Context: an optimization exercise on an open-source flow, tuned for small area and a short achievable clock period. The choices shown serve that exercise and are no tape-out recipe.
At most, simulation tests tie the RTL to the original design; equivalence was not proved.
Power is estimated from default activity; no workload was simulated.

==> inputs of run a <==
==> flow/design.v <==
module rz_ao222n (
	input a0, b0, a1, b1, a2, b2,
	output y
);
assign y = ~((a0 & b0) | (a1 & b1) | (a2 & b2));
endmodule
module rz_read (
	input  [359:0] kd,       
	input  [23:0]  lb,       
	input  [11:0]  r,        
	output [11:0]  rd
);
wire [35:0] sel;
genvar s;
generate
for (s = 0; s < 36; s = s + 1) begin : dec
	assign sel[s] = r[6 + s/6] & r[s%6];
end
endgenerate
genvar b, g;
generate
for (b = 0; b < 12; b = b + 1) begin : bt
	if ((b % 6) == 1) begin : lastbit
		localparam integer OFF = (b / 6);       
		localparam integer I0 = (OFF == 0) ? 1 : 2;
		wire [3:0] y;
		for (g = 0; g < 4; g = g + 1) begin : grp
			rz_ao222n u (
				.a0(sel[I0 + 9*g]),     .b0(lb[(2*(I0 + 9*g)     + OFF) / 3]),
				.a1(sel[I0 + 9*g + 3]), .b1(lb[(2*(I0 + 9*g + 3) + OFF) / 3]),
				.a2(sel[I0 + 9*g + 6]), .b2(lb[(2*(I0 + 9*g + 6) + OFF) / 3]),
				.y(y[g]));
		end
		assign rd[b] = ~&y;
	end else begin : kdbit
		localparam integer OFF = (b / 6);
		localparam integer F = b % 6;
		localparam integer KB = (F == 0) ? 0 : F - 1;    
		wire [11:0] y;
		for (g = 0; g < 12; g = g + 1) begin : grp
			rz_ao222n u (
				.a0(sel[3*g]),   .b0(kd[5*(2*(3*g)   + OFF) + KB]),
				.a1(sel[3*g+1]), .b1(kd[5*(2*(3*g+1) + OFF) + KB]),
				.a2(sel[3*g+2]), .b2(kd[5*(2*(3*g+2) + OFF) + KB]),
				.y(y[g]));
		end
		assign rd[b] = ~&y;
	end
end
endgenerate
endmodule
module rz_wen (
	input  [4:0]  w,
	input         wr,
	input         rst_q,
	output [23:0] en
);
genvar gs;
generate
for (gs = 0; gs < 24; gs = gs + 1) begin : slot
	assign en[gs] = rst_q | (wr & (w == gs));
end
endgenerate
endmodule
module rz_next (
	input  [4:0]  w,
	input  [11:0] r,        
	input  [3:0]  d,
	input         ov, uf, pu, rep, sev,
	input  [11:0] me,
	input  [1:0]  mk,
	input  [11:0] rd,
	output [4:0]  w_0, w_1,
	output [11:0] r_0, r_1,
	output [3:0]  d_0, d_1,
	output        ov_0, ov_1, uf_0, uf_1, pu_0, pu_1, rep_0, rep_1,
	output [1:0]  mk_0, mk_1,
	output        mv_0, mv_1, ml_0, ml_1
);
wire ow  = w[0];
wire or0 = r[0] | r[3];
wire or1 = r[1] | r[4];
wire or2 = r[2] | r[5];
wire dz  = (d == 4'd0);
wire d1  = (d == 4'd1);
wire p1  = dz & (or2 | (or1 & ~ow)) | (d1 & or0 & ow);    
wire p2  = dz & ((or0 & ~ow) | (or1 & ow));               
wire p0  = dz & or0 & ~ow;                                
wire w23 = (w == 5'd23);
wire r35 = r[11] & r[5];
wire wz  = (w == 5'd0);
wire a   = sev & ~ov;
wire wrapw = w23 & a;
wire [4:0]  winc = w23 ? 5'd0 : w + 5'd1;
wire [11:0] rinc = {r[5] ? {r[10:6], r[11]} : r[11:6], r[4:0], r[5]};
wire [3:0]  d_up = (d == 4'd11) ? 4'd0  : d + 4'd1;
wire [3:0]  d_dn = (d == 4'd0)  ? 4'd11 : d - 4'd1;
reg [4:0]  w_n [0:1];
reg [11:0] r_n [0:1];
reg [3:0]  d_n [0:1];
reg ov_n [0:1];
reg uf_n [0:1];
reg c1, c2, mer, ovx, ufx, wi, ri, wb, rb;
integer k;
always @* begin
	for (k = 0; k < 2; k = k + 1) begin
		mer = k;
		c1 = p1 & ~(wrapw ^ (r35 & mer & ~uf));
		c2 = p2 & ~wz & ~wrapw;
		ovx = ov; ufx = uf;
		if (a) begin
			ufx = 1'b0;
			if (c1) ovx = 1'b1;
		end
		if (mer && !ufx) begin
			if (!c1) ovx = 1'b0;
			if (c2) ufx = 1'b1;
		end
		wi = sev & ~ovx;
		ri = mer & ~p0;
		wb = wi & ow;       
		rb = ri & or2;      
		w_n[k] = ufx ? 5'd0 : wi ? winc : w;
		r_n[k] = ufx ? 12'b000001_000001 : ri ? rinc : r;
		d_n[k] = ufx ? 4'd0 : (rb & ~wb) ? d_up : (wb & ~rb) ? d_dn : d;
		ov_n[k] = ufx ? 1'b0 : ovx;
		uf_n[k] = ufx;
	end
end
function [1:0] keep_res(input [11:0] e, input rp, input [1:0] pk);
	reg [1:0] la, ke;
	begin
		la = {e[7], e[1]};
		ke = {e[6], e[0]};
		if (la != 0)
			keep_res = rp ? ~pk : (((la - 2'd1) | la) & ke);
		else
			keep_res = ke;
	end
endfunction
wire u0 = uf | uf_n[0];
wire u1 = uf | uf_n[1];
wire [1:0] kr0 = keep_res(me, rep, mk);
wire [1:0] kr1 = keep_res(rd, 1'b0, mk);
assign w_0   = w_n[0];
assign r_0   = r_n[0];
assign d_0   = d_n[0];
assign ov_0  = ov_n[0];
assign uf_0  = uf_n[0];
assign pu_0  = u0;
assign rep_0 = ~rep & me[1] & ~me[7] & ~u0;
assign mk_0  = kr0;
assign mv_0  = ~(u0 & pu) & (kr0 != 2'd0);
assign ml_0  = ~rep & (me[1] | me[7]);
assign w_1   = w_n[1];
assign r_1   = r_n[1];
assign d_1   = d_n[1];
assign ov_1  = ov_n[1];
assign uf_1  = uf_n[1];
assign pu_1  = u1;
assign rep_1 = rd[1] & ~rd[7] & ~u1;
assign mk_1  = kr1;
assign mv_1  = ~(u1 & pu) & (kr1 != 2'd0);
assign ml_1  = rd[1] | rd[7];
endmodule
module resizer (
	input clk,
	input rst,
	input s_valid_i,
	input s_last_i,
	input [2:0] s_keep_i,
	input [11:0] s_data_i,
	output wire s_ready_o,
	output m_valid_o,
	input m_ready_i,
	output m_last_o,
	output [1:0] m_keep_o,
	output [7:0] m_data_o
);
reg        sev;         
reg [15:0] se;          
always @(posedge clk) begin
	if (rst) begin
		sev <= 1'b0;
		se  <= 16'd0;
	end else begin
		sev <= s_valid_i;
		se  <= {s_last_i, s_data_i[11:8], s_keep_i[2], s_data_i[7:4], s_keep_i[1], s_data_i[3:0], s_keep_i[0]};
	end
end
reg rst_q;
always @(posedge clk) rst_q <= rst;
reg [4:0] w;        
reg [11:0] r;       
reg [3:0] d;        
reg nov;            
reg uf;             
reg pu;             
reg rep;            
reg [11:0] me;      
reg [1:0]  mk;      
reg        mv, ml;
reg [359:0] kd;     
reg [23:0]  lb;     
wire [23:0] en;
rz_wen u_wen (.w(w), .wr(sev & nov), .rst_q(rst_q), .en(en));
genvar gs;
generate
for (gs = 0; gs < 24; gs = gs + 1) begin : slot
	always @(posedge clk) begin
		if (en[gs]) begin
			kd[15*gs +: 15] <= se[14:0];
			lb[gs]          <= se[15];
		end
	end
end
endgenerate
wire [11:0] rd;
rz_read u_read (.kd(kd), .lb(lb), .r(r), .rd(rd));
wire [4:0] w_0, w_1;
wire [11:0] r_0, r_1;
wire [3:0] d_0, d_1;
wire ov_0, ov_1, uf_0, uf_1, pu_0, pu_1, rep_0, rep_1, mv_0, mv_1, ml_0, ml_1;
wire [1:0] mk_0, mk_1;
rz_next u_next (
	.w(w), .r(r), .d(d), .ov(~nov), .uf(uf), .pu(pu), .rep(rep), .sev(sev),
	.me(me), .mk(mk), .rd(rd),
	.w_0(w_0), .w_1(w_1), .r_0(r_0), .r_1(r_1), .d_0(d_0), .d_1(d_1),
	.ov_0(ov_0), .ov_1(ov_1), .uf_0(uf_0), .uf_1(uf_1), .pu_0(pu_0), .pu_1(pu_1),
	.rep_0(rep_0), .rep_1(rep_1), .mk_0(mk_0), .mk_1(mk_1),
	.mv_0(mv_0), .mv_1(mv_1), .ml_0(ml_0), .ml_1(ml_1));
wire mr = m_ready_i & ~rep;    
always @(posedge clk) begin
	if (rst) begin
		w <= 0; r <= 12'd0; d <= 0; nov <= 1; uf <= 1; pu <= 1; rep <= 0;
		mk <= 0; mv <= 0; ml <= 0;
	end else begin
		w   <= mr ? w_1   : w_0;
		r   <= mr ? r_1   : r_0;
		d   <= mr ? d_1   : d_0;
		nov <= mr ? ~ov_1 : ~ov_0;
		uf  <= mr ? uf_1  : uf_0;
		pu  <= mr ? pu_1  : pu_0;
		rep <= mr ? rep_1 : rep_0;
		mk  <= mr ? mk_1  : mk_0;
		mv  <= mr ? mv_1  : mv_0;
		ml  <= mr ? ml_1  : ml_0;
	end
end
always @(posedge clk) begin
	if (rst)
		me <= 12'd0;
	else
		me <= mr ? rd : me;
end
assign s_ready_o = nov;
assign m_valid_o = mv;
assign m_last_o  = ml;
assign m_keep_o  = mk;
assign m_data_o  = {me[11:8], me[5:2]};
endmodule
==> flow/run.sh <==
#!/bin/bash
# synth_recipe.tcl (not shown) runs the flow's synth.tcl, then flattens the netlist and writes it again
# the make line also repeats each setting of config.mk as NAME=value (left out here)
make -C /OpenROAD-flow-scripts/flow DESIGN_CONFIG=/design/flow/config.mk WORK_HOME=/design/flow/orfs CLKGATE_MAP_FILE= SYNTH_SCRIPT=/design/flow/synth_recipe.tcl finish
==> flow/config.mk <==
export PLATFORM = sky130hd
export DESIGN_NAME = resizer
export DESIGN_NICKNAME = resizer
export VERILOG_FILES = /design/flow/design.v
export SDC_FILE = /design/flow/constraint.sdc
export NUM_CORES = 4
export LEC_CHECK = 0
export CAP_MARGIN = 20
export CORE_MARGIN = 2
export CORE_UTILIZATION = 40
export SETUP_SLACK_MARGIN = 3.8
export SLEW_MARGIN = 20
export SYNTH_HIERARCHICAL = 1
==> flow/constraint.sdc <==
create_clock -name core_clock -period 6.0 [get_ports {clk}]
set_input_delay 1.2000 -clock core_clock [delete_from_list [all_inputs] [get_ports {clk}]]
set_output_delay 1.2000 -clock core_clock [all_outputs]
set_load 0.01 [all_outputs]
==> run b (differences from run a) <==
==> flow/design.v, changed modules only <==
module rz_nand2 (input a, b, output y);
assign y = ~(a & b);
endmodule
module rz_nor3 (input a, b, c, output y);
assign y = ~(a | b | c);
endmodule
module rz_or12n (input [11:0] y, output o);
wire [5:0] p;
wire [1:0] n;
genvar i;
generate
for (i = 0; i < 6; i = i + 1) begin : l1
	rz_nand2 u (.a(y[2*i]), .b(y[2*i+1]), .y(p[i]));
end
endgenerate
rz_nor3 u_n0 (.a(p[0]), .b(p[1]), .c(p[2]), .y(n[0]));
rz_nor3 u_n1 (.a(p[3]), .b(p[4]), .c(p[5]), .y(n[1]));
rz_nand2 u_o (.a(n[0]), .b(n[1]), .y(o));
endmodule
module rz_read (
	input  [359:0] kd,       
	input  [23:0]  lb,       
	input  [10:0]  r,        
	output [11:0]  rd,
	output         rz        
);
wire [35:0] sel;
genvar s;
generate
for (s = 0; s < 36; s = s + 1) begin : dec
	assign sel[s] = r[5 + s/6] & r[3 + (s%6)/3] & r[s%3];
end
endgenerate
genvar b, g;
generate
for (b = 0; b < 12; b = b + 1) begin : bt
	if ((b % 6) == 1) begin : lastbit
		localparam integer OFF = (b / 6);       
		localparam integer I0 = (OFF == 0) ? 1 : 2;
		wire [3:0] y;
		for (g = 0; g < 4; g = g + 1) begin : grp
			rz_ao222n u (
				.a0(sel[I0 + 9*g]),     .b0(lb[(2*(I0 + 9*g)     + OFF) / 3]),
				.a1(sel[I0 + 9*g + 3]), .b1(lb[(2*(I0 + 9*g + 3) + OFF) / 3]),
				.a2(sel[I0 + 9*g + 6]), .b2(lb[(2*(I0 + 9*g + 6) + OFF) / 3]),
				.y(y[g]));
		end
		assign rd[b] = ~&y;
	end else begin : kdbit
		localparam integer OFF = (b / 6);
		localparam integer F = b % 6;
		localparam integer KB = (F == 0) ? 0 : F - 1;    
		wire [11:0] y;
		for (g = 0; g < 12; g = g + 1) begin : grp
			rz_ao222n u (
				.a0(sel[3*g]),   .b0(kd[5*(2*(3*g)   + OFF) + KB]),
				.a1(sel[3*g+1]), .b1(kd[5*(2*(3*g+1) + OFF) + KB]),
				.a2(sel[3*g+2]), .b2(kd[5*(2*(3*g+2) + OFF) + KB]),
				.y(y[g]));
		end
		rz_or12n u_or (.y(y), .o(rd[b]));
	end
end
endgenerate
wire [35:0] z;
genvar i;
generate
for (i = 0; i < 36; i = i + 1) begin : zw
	if ((i % 3) == 1) begin : l0
		assign z[i] = kd[5*(2*i)] | (kd[5*(2*i+1)] & ~lb[(2*i)/3]);
	end else begin : nl0
		assign z[i] = kd[5*(2*i)] | kd[5*(2*i+1)];
	end
end
endgenerate
wire [11:0] yz;
generate
for (g = 0; g < 12; g = g + 1) begin : zg
	rz_ao222n u (
		.a0(sel[3*g]),   .b0(z[3*g]),
		.a1(sel[3*g+1]), .b1(z[3*g+1]),
		.a2(sel[3*g+2]), .b2(z[3*g+2]),
		.y(yz[g]));
end
endgenerate
rz_or12n u_orz (.y(yz), .o(rz));
endmodule
module rz_next (
	input  [4:0]  w,
	input         w23, wz,     
	input  [10:0] r,           
	input         r35,         
	input  [3:0]  d,
	input         dz, d1,      
	input         ov, uf, pu, rep, sev,
	input  [11:0] me,
	input  [1:0]  mk,
	input  [11:0] rd,
	input         rz,          
	output [4:0]  w_0, w_1,
	output        w23_0, w23_1, wz_0, wz_1,
	output [10:0] r_0, r_1,
	output        r35_0, r35_1,
	output [3:0]  d_0, d_1,
	output        dz_0, dz_1, d1_0, d1_1,
	output        ov_0, ov_1, uf_0, uf_1, pu_0, pu_1, rep_0, rep_1,
	output [1:0]  mk_0, mk_1,
	output        mv_0, mv_1, ml_0, ml_1
);
wire ow  = w[0];
wire or0 = r[0];
wire or1 = r[1];
wire or2 = r[2];
wire p1  = dz & (or2 | (or1 & ~ow)) | (d1 & or0 & ow);    
wire p2  = dz & ((or0 & ~ow) | (or1 & ow));               
wire p0  = dz & or0 & ~ow;                                
wire a   = sev & ~ov;
wire wrapw = w23 & a;
wire [4:0]  winc = w23 ? 5'd0 : w + 5'd1;
wire        w22  = (w == 5'd22);
wire [10:0] rinc;
assign rinc[2:0]  = {r[1:0], r[2]};
assign rinc[4:3]  = r[2] ? {r[3], r[4]} : r[4:3];
assign rinc[10:5] = (r[2] & r[4]) ? {r[9:5], r[10]} : r[10:5];
wire        r34  = r[10] & r[4] & r[1];
wire [3:0]  d_up = (d == 4'd11) ? 4'd0  : d + 4'd1;
wire [3:0]  d_dn = (d == 4'd0)  ? 4'd11 : d - 4'd1;
wire        d11  = (d == 4'd11);
wire        d2   = (d == 4'd2);
reg [4:0]  w_n [0:1];
reg [10:0] r_n [0:1];
reg [3:0]  d_n [0:1];
reg w23_n [0:1], wz_n [0:1], r35_n [0:1], dz_n [0:1], d1_n [0:1];
reg ov_n [0:1];
reg uf_n [0:1];
reg c1, c2, mer, ovx, ufx, wi, ri, wb, rb, up, dn;
integer k;
always @* begin
	for (k = 0; k < 2; k = k + 1) begin
		mer = (k == 1) & ~rep;
		c1 = p1 & ~(wrapw ^ (r35 & mer & ~uf));
		c2 = p2 & ~wz & ~wrapw;
		ovx = ov; ufx = uf;
		if (a) begin
			ufx = 1'b0;
			if (c1) ovx = 1'b1;
		end
		if (mer && !ufx) begin
			if (!c1) ovx = 1'b0;
			if (c2) ufx = 1'b1;
		end
		wi = sev & ~ovx;
		ri = mer & ~p0;
		wb = wi & ow;       
		rb = ri & or2;      
		up = rb & ~wb;
		dn = wb & ~rb;
		if (ufx) begin
			w_n[k] = 5'd0;  w23_n[k] = 1'b0; wz_n[k] = 1'b1;
			r_n[k] = 11'b000001_01_001; r35_n[k] = 1'b0;
			d_n[k] = 4'd0;  dz_n[k] = 1'b1;  d1_n[k] = 1'b0;
		end else begin
			w_n[k]   = wi ? winc : w;
			w23_n[k] = wi ? w22 : w23;
			wz_n[k]  = wi ? w23 : wz;
			r_n[k]   = ri ? rinc : r;
			r35_n[k] = ri ? r34 : r35;
			d_n[k]   = up ? d_up : dn ? d_dn : d;
			dz_n[k]  = up ? d11 : dn ? d1 : dz;
			d1_n[k]  = up ? dz : dn ? d2 : d1;
		end
		ov_n[k] = ufx ? 1'b0 : ovx;
		uf_n[k] = ufx;
	end
end
function [1:0] keep_res(input [11:0] e, input rp, input [1:0] pk);
	reg [1:0] la, ke;
	begin
		la = {e[7], e[1]};
		ke = {e[6], e[0]};
		if (la != 0)
			keep_res = rp ? ~pk : (((la - 2'd1) | la) & ke);
		else
			keep_res = ke;
	end
endfunction
wire u0 = uf | uf_n[0];
wire u1 = uf | uf_n[1];
wire [1:0] kr0 = keep_res(me, rep, mk);
assign w_0   = w_n[0];
assign w23_0 = w23_n[0];
assign wz_0  = wz_n[0];
assign r35_0 = r35_n[0];
assign dz_0  = dz_n[0];
assign d1_0  = d1_n[0];
assign w23_1 = w23_n[1];
assign wz_1  = wz_n[1];
assign r35_1 = r35_n[1];
assign dz_1  = dz_n[1];
assign d1_1  = d1_n[1];
assign r_0   = r_n[0];
assign d_0   = d_n[0];
assign ov_0  = ov_n[0];
assign uf_0  = uf_n[0];
assign pu_0  = u0;
assign rep_0 = ~rep & me[1] & ~me[7] & ~u0;
assign mk_0  = kr0;
assign mv_0  = ~(u0 & pu) & (kr0 != 2'd0);
assign ml_0  = ~rep & (me[1] | me[7]);
assign w_1   = w_n[1];
assign r_1   = r_n[1];
assign d_1   = d_n[1];
assign ov_1  = ov_n[1];
assign uf_1  = uf_n[1];
assign pu_1  = u1;
assign rep_1 = rd[1] & ~u1;
assign mk_1  = {rd[6] & ~rd[1], rd[0]};
assign mv_1  = ~(u1 & pu) & rz;
assign ml_1  = rd[1] | rd[7];
endmodule
module resizer (
	input clk,
	input rst,
	input s_valid_i,
	input s_last_i,
	input [2:0] s_keep_i,
	input [11:0] s_data_i,
	output wire s_ready_o,
	output m_valid_o,
	input m_ready_i,
	output m_last_o,
	output [1:0] m_keep_o,
	output [7:0] m_data_o
);
reg        sev;         
reg [15:0] se;          
always @(posedge clk) begin
	if (rst) begin
		sev <= 1'b0;
		se  <= 16'd0;
	end else begin
		sev <= s_valid_i;
		se  <= {s_last_i, s_data_i[11:8], s_keep_i[2], s_data_i[7:4], s_keep_i[1], s_data_i[3:0], s_keep_i[0]};
	end
end
reg rst_q;
always @(posedge clk) rst_q <= rst;
reg [4:0] w;        
reg w23, wz;        
reg [10:0] r;       
reg r35;            
reg [3:0] d;        
reg dz, d1;         
reg nov;            
reg uf;             
reg pu;             
reg rep;            
reg [11:0] me;      
reg [1:0]  mk;      
reg        mv, ml;
reg [359:0] kd;     
reg [23:0]  lb;     
wire [23:0] en;
rz_wen u_wen (.w(w), .wr(sev & nov), .rst_q(rst_q), .en(en));
genvar gs;
generate
for (gs = 0; gs < 24; gs = gs + 1) begin : slot
	always @(posedge clk) begin
		if (en[gs]) begin
			kd[15*gs +: 15] <= se[14:0];
			lb[gs]          <= se[15];
		end
	end
end
endgenerate
wire [11:0] rd;
wire        rz;
rz_read u_read (.kd(kd), .lb(lb), .r(r), .rd(rd), .rz(rz));
wire [4:0] w_0, w_1;
wire [10:0] r_0, r_1;
wire w23_0, w23_1, wz_0, wz_1, r35_0, r35_1, dz_0, dz_1, d1_0, d1_1;
wire [3:0] d_0, d_1;
wire ov_0, ov_1, uf_0, uf_1, pu_0, pu_1, rep_0, rep_1, mv_0, mv_1, ml_0, ml_1;
wire [1:0] mk_0, mk_1;
rz_next u_next (
	.w(w), .w23(w23), .wz(wz), .r(r), .r35(r35), .d(d), .dz(dz), .d1(d1), .ov(~nov), .uf(uf), .pu(pu), .rep(rep), .sev(sev),
	.me(me), .mk(mk), .rd(rd), .rz(rz),
	.w_0(w_0), .w_1(w_1), .r_0(r_0), .r_1(r_1), .d_0(d_0), .d_1(d_1),
	.w23_0(w23_0), .w23_1(w23_1), .wz_0(wz_0), .wz_1(wz_1), .r35_0(r35_0), .r35_1(r35_1),
	.dz_0(dz_0), .dz_1(dz_1), .d1_0(d1_0), .d1_1(d1_1),
	.ov_0(ov_0), .ov_1(ov_1), .uf_0(uf_0), .uf_1(uf_1), .pu_0(pu_0), .pu_1(pu_1),
	.rep_0(rep_0), .rep_1(rep_1), .mk_0(mk_0), .mk_1(mk_1),
	.mv_0(mv_0), .mv_1(mv_1), .ml_0(ml_0), .ml_1(ml_1));
wire mr = m_ready_i & ~rep;    
always @(posedge clk) begin
	if (rst) begin
		w <= 0; w23 <= 0; wz <= 1; r <= 11'd0; r35 <= 0; d <= 0; dz <= 1; d1 <= 0; nov <= 1; uf <= 1; pu <= 1; rep <= 0;
		mk <= 0; mv <= 0; ml <= 0;
	end else begin
		w   <= m_ready_i ? w_1   : w_0;
		w23 <= m_ready_i ? w23_1 : w23_0;
		wz  <= m_ready_i ? wz_1  : wz_0;
		r   <= m_ready_i ? r_1   : r_0;
		r35 <= m_ready_i ? r35_1 : r35_0;
		d   <= m_ready_i ? d_1   : d_0;
		dz  <= m_ready_i ? dz_1  : dz_0;
		d1  <= m_ready_i ? d1_1  : d1_0;
		nov <= m_ready_i ? ~ov_1 : ~ov_0;
		uf  <= m_ready_i ? uf_1  : uf_0;
		pu  <= m_ready_i ? pu_1  : pu_0;
		rep <= mr ? rep_1 : rep_0;
		mk  <= mr ? mk_1  : mk_0;
		mv  <= mr ? mv_1  : mv_0;
		ml  <= mr ? ml_1  : ml_0;
	end
end
always @(posedge clk) begin
	if (rst)
		me <= 12'd0;
	else
		me <= mr ? rd : me;
end
assign s_ready_o = nov;
assign m_valid_o = mv;
assign m_last_o  = ml;
assign m_keep_o  = mk;
assign m_data_o  = {me[11:8], me[5:2]};
endmodule
==> flow/flow/run.sh (new file) <==
#!/bin/bash
# Standard ORFS layout (the standard.sh, unchanged synthesis), with two
# placement/CTS choices: plain buf_4 cells as the port buffers, and clock tree
# synthesis without dummy loads.  Each tool's output goes to its own log here.
set -uo pipefail
export BUFFER_PORTS_ARGS="-buffer_cell sky130_fd_sc_hd__buf_4"
export CTS_ARGS="-sink_clustering_enable -repair_clock_nets -dont_use_dummy_load -root_buf sky130_fd_sc_hd__clkbuf_16 -buf_list sky130_fd_sc_hd__clkbuf_8 -sink_clustering_buffer sky130_fd_sc_hd__clkbuf_8 -sink_clustering_size 16 -sink_clustering_max_diameter 70"
bash standard.sh synth > flow_synth.log 2>&1
bash standard.sh floorplan > flow_floorplan.log 2>&1
bash standard.sh place > flow_place.log 2>&1
bash standard.sh cts > flow_cts.log 2>&1
bash standard.sh route > flow_route.log 2>&1
bash standard.sh finish > flow_finish.log 2>&1
==> flow/standard.sh (new file) <==
#!/bin/bash
# synth_recipe.tcl (not shown) runs the flow's synth.tcl, then flattens the netlist and writes it again
# the make line also repeats each setting of config.mk as NAME=value (left out here)
make -C /OpenROAD-flow-scripts/flow DESIGN_CONFIG=/design/flow/config.mk WORK_HOME=/design/flow/orfs CLKGATE_MAP_FILE= SYNTH_SCRIPT=/design/flow/synth_recipe.tcl "${@:-finish}"
- CORE_UTILIZATION: 40 -> 60
- SETUP_SLACK_MARGIN: 3.8 -> 4.0
removed: flow/run.sh
==> run c (differences from run a) <==
--- a/flow/design.v
+++ b/flow/design.v
@@ -10,3 +10,4 @@
 	input  [11:0]  r,        
-	output [11:0]  rd
+	output [11:0]  rd,
+	output         rz        
 );
@@ -50,2 +51,24 @@
 endgenerate
+wire [35:0] z;
+genvar i;
+generate
+for (i = 0; i < 36; i = i + 1) begin : zw
+	if ((i % 3) == 1) begin : l0
+		assign z[i] = kd[5*(2*i)] | (kd[5*(2*i+1)] & ~lb[(2*i)/3]);
+	end else begin : nl0
+		assign z[i] = kd[5*(2*i)] | kd[5*(2*i+1)];
+	end
+end
+endgenerate
+wire [11:0] yz;
+generate
+for (g = 0; g < 12; g = g + 1) begin : zg
+	rz_ao222n u (
+		.a0(sel[3*g]),   .b0(z[3*g]),
+		.a1(sel[3*g+1]), .b1(z[3*g+1]),
+		.a2(sel[3*g+2]), .b2(z[3*g+2]),
+		.y(yz[g]));
+end
+endgenerate
+assign rz = ~&yz;
 endmodule
@@ -72,2 +95,3 @@
 	input  [11:0] rd,
+	input         rz,       
 	output [4:0]  w_0, w_1,
@@ -143,3 +167,2 @@
 wire [1:0] kr0 = keep_res(me, rep, mk);
-wire [1:0] kr1 = keep_res(rd, 1'b0, mk);
 assign w_0   = w_n[0];
@@ -160,5 +183,5 @@
 assign pu_1  = u1;
-assign rep_1 = rd[1] & ~rd[7] & ~u1;
-assign mk_1  = kr1;
-assign mv_1  = ~(u1 & pu) & (kr1 != 2'd0);
+assign rep_1 = rd[1] & ~u1;
+assign mk_1  = {rd[6] & ~rd[1], rd[0]};
+assign mv_1  = ~(u1 & pu) & rz;
 assign ml_1  = rd[1] | rd[7];
@@ -218,3 +241,4 @@
 wire [11:0] rd;
-rz_read u_read (.kd(kd), .lb(lb), .r(r), .rd(rd));
+wire        rz;
+rz_read u_read (.kd(kd), .lb(lb), .r(r), .rd(rd), .rz(rz));
 wire [4:0] w_0, w_1;
@@ -226,3 +250,3 @@
 	.w(w), .r(r), .d(d), .ov(~nov), .uf(uf), .pu(pu), .rep(rep), .sev(sev),
-	.me(me), .mk(mk), .rd(rd),
+	.me(me), .mk(mk), .rd(rd), .rz(rz),
 	.w_0(w_0), .w_1(w_1), .r_0(r_0), .r_1(r_1), .d_0(d_0), .d_1(d_1),
- SETUP_SLACK_MARGIN: 3.8 -> 3.6
==> results.txt <==
Buf/Inv on CP: run b 0; run a 1; run c 2
Total number of clock tree sinks: run b 447; run a 443; run c 443
Post-CTS Repair Setup Buffers: run b 38; run a 31; run c 6
Post-synthesis simple-gate area fraction: run b 12.3%; run a 11.3%; run c 12.1%
Syn Std Cell Area: run b 18,100 µm²; run a 17,400 µm²; run c 17,700 µm²
Sequential fraction of the synthesis area: run b 70.6%; run a 72.9%; run c 71.8%
GRT met3 Usage: run b 5.29%; run a 3.59%; run c 3.15%
Leak: run b 7.19 nW; run a 6.86 nW; run c 6.96 nW
Final net count: run b 1,309; run a 1,196; run c 1,219
Clock Network Area Fraction: run b 2.59%; run a 6.94%; run c 7.21%
Status: run b complete, no violations; run a complete, no violations; run c complete, no violations
Worst setup slack after layout: run b 3.75 ns; run a 3.48 ns; run c 3.59 ns
Clock transition at the registers of the reported paths: run b 0.09 ns; run a 0.06 ns; run c 0.07 ns
Final core utilization: run b 68.2%; run a 47.6%; run c 46.6%
Only the layout flow was run in run c; the RTL was not checked for function there.

what the ideal ports hide:
How much do the figures lean on ideal ports? The routed layouts below were timed once more, with nothing changed but the port constraints. Step 1: set_driving_cell puts a clkbuf_16 on clk and a buf_2 on each other input, an assumption about the parent block. Step 2 times the ports against the registers' clock, not the clock port: input delays grow and output delays shrink by t, the midpoint of the rising clock arrivals with the driver on. Three values: ideal, step 1, step 2; two values: the first two.
| run | t (ns) | setup slack, ns | worst setup path after step 2 |
|---|---|---|---|
| run a | 0.612 | 3.477 / 3.477 / 3.050 | input to register |
| run b | 0.537 | 3.746 / 3.746 / 3.589 | input to register |
| run c | 0.639 | 3.585 / 3.586 / 2.975 | input to register |
After both steps setup and hold are still met in every run listed. For run c, which loses most, drivers alone change the setup slack by +0.001 ns; drivers and shift together by -0.610 ns.
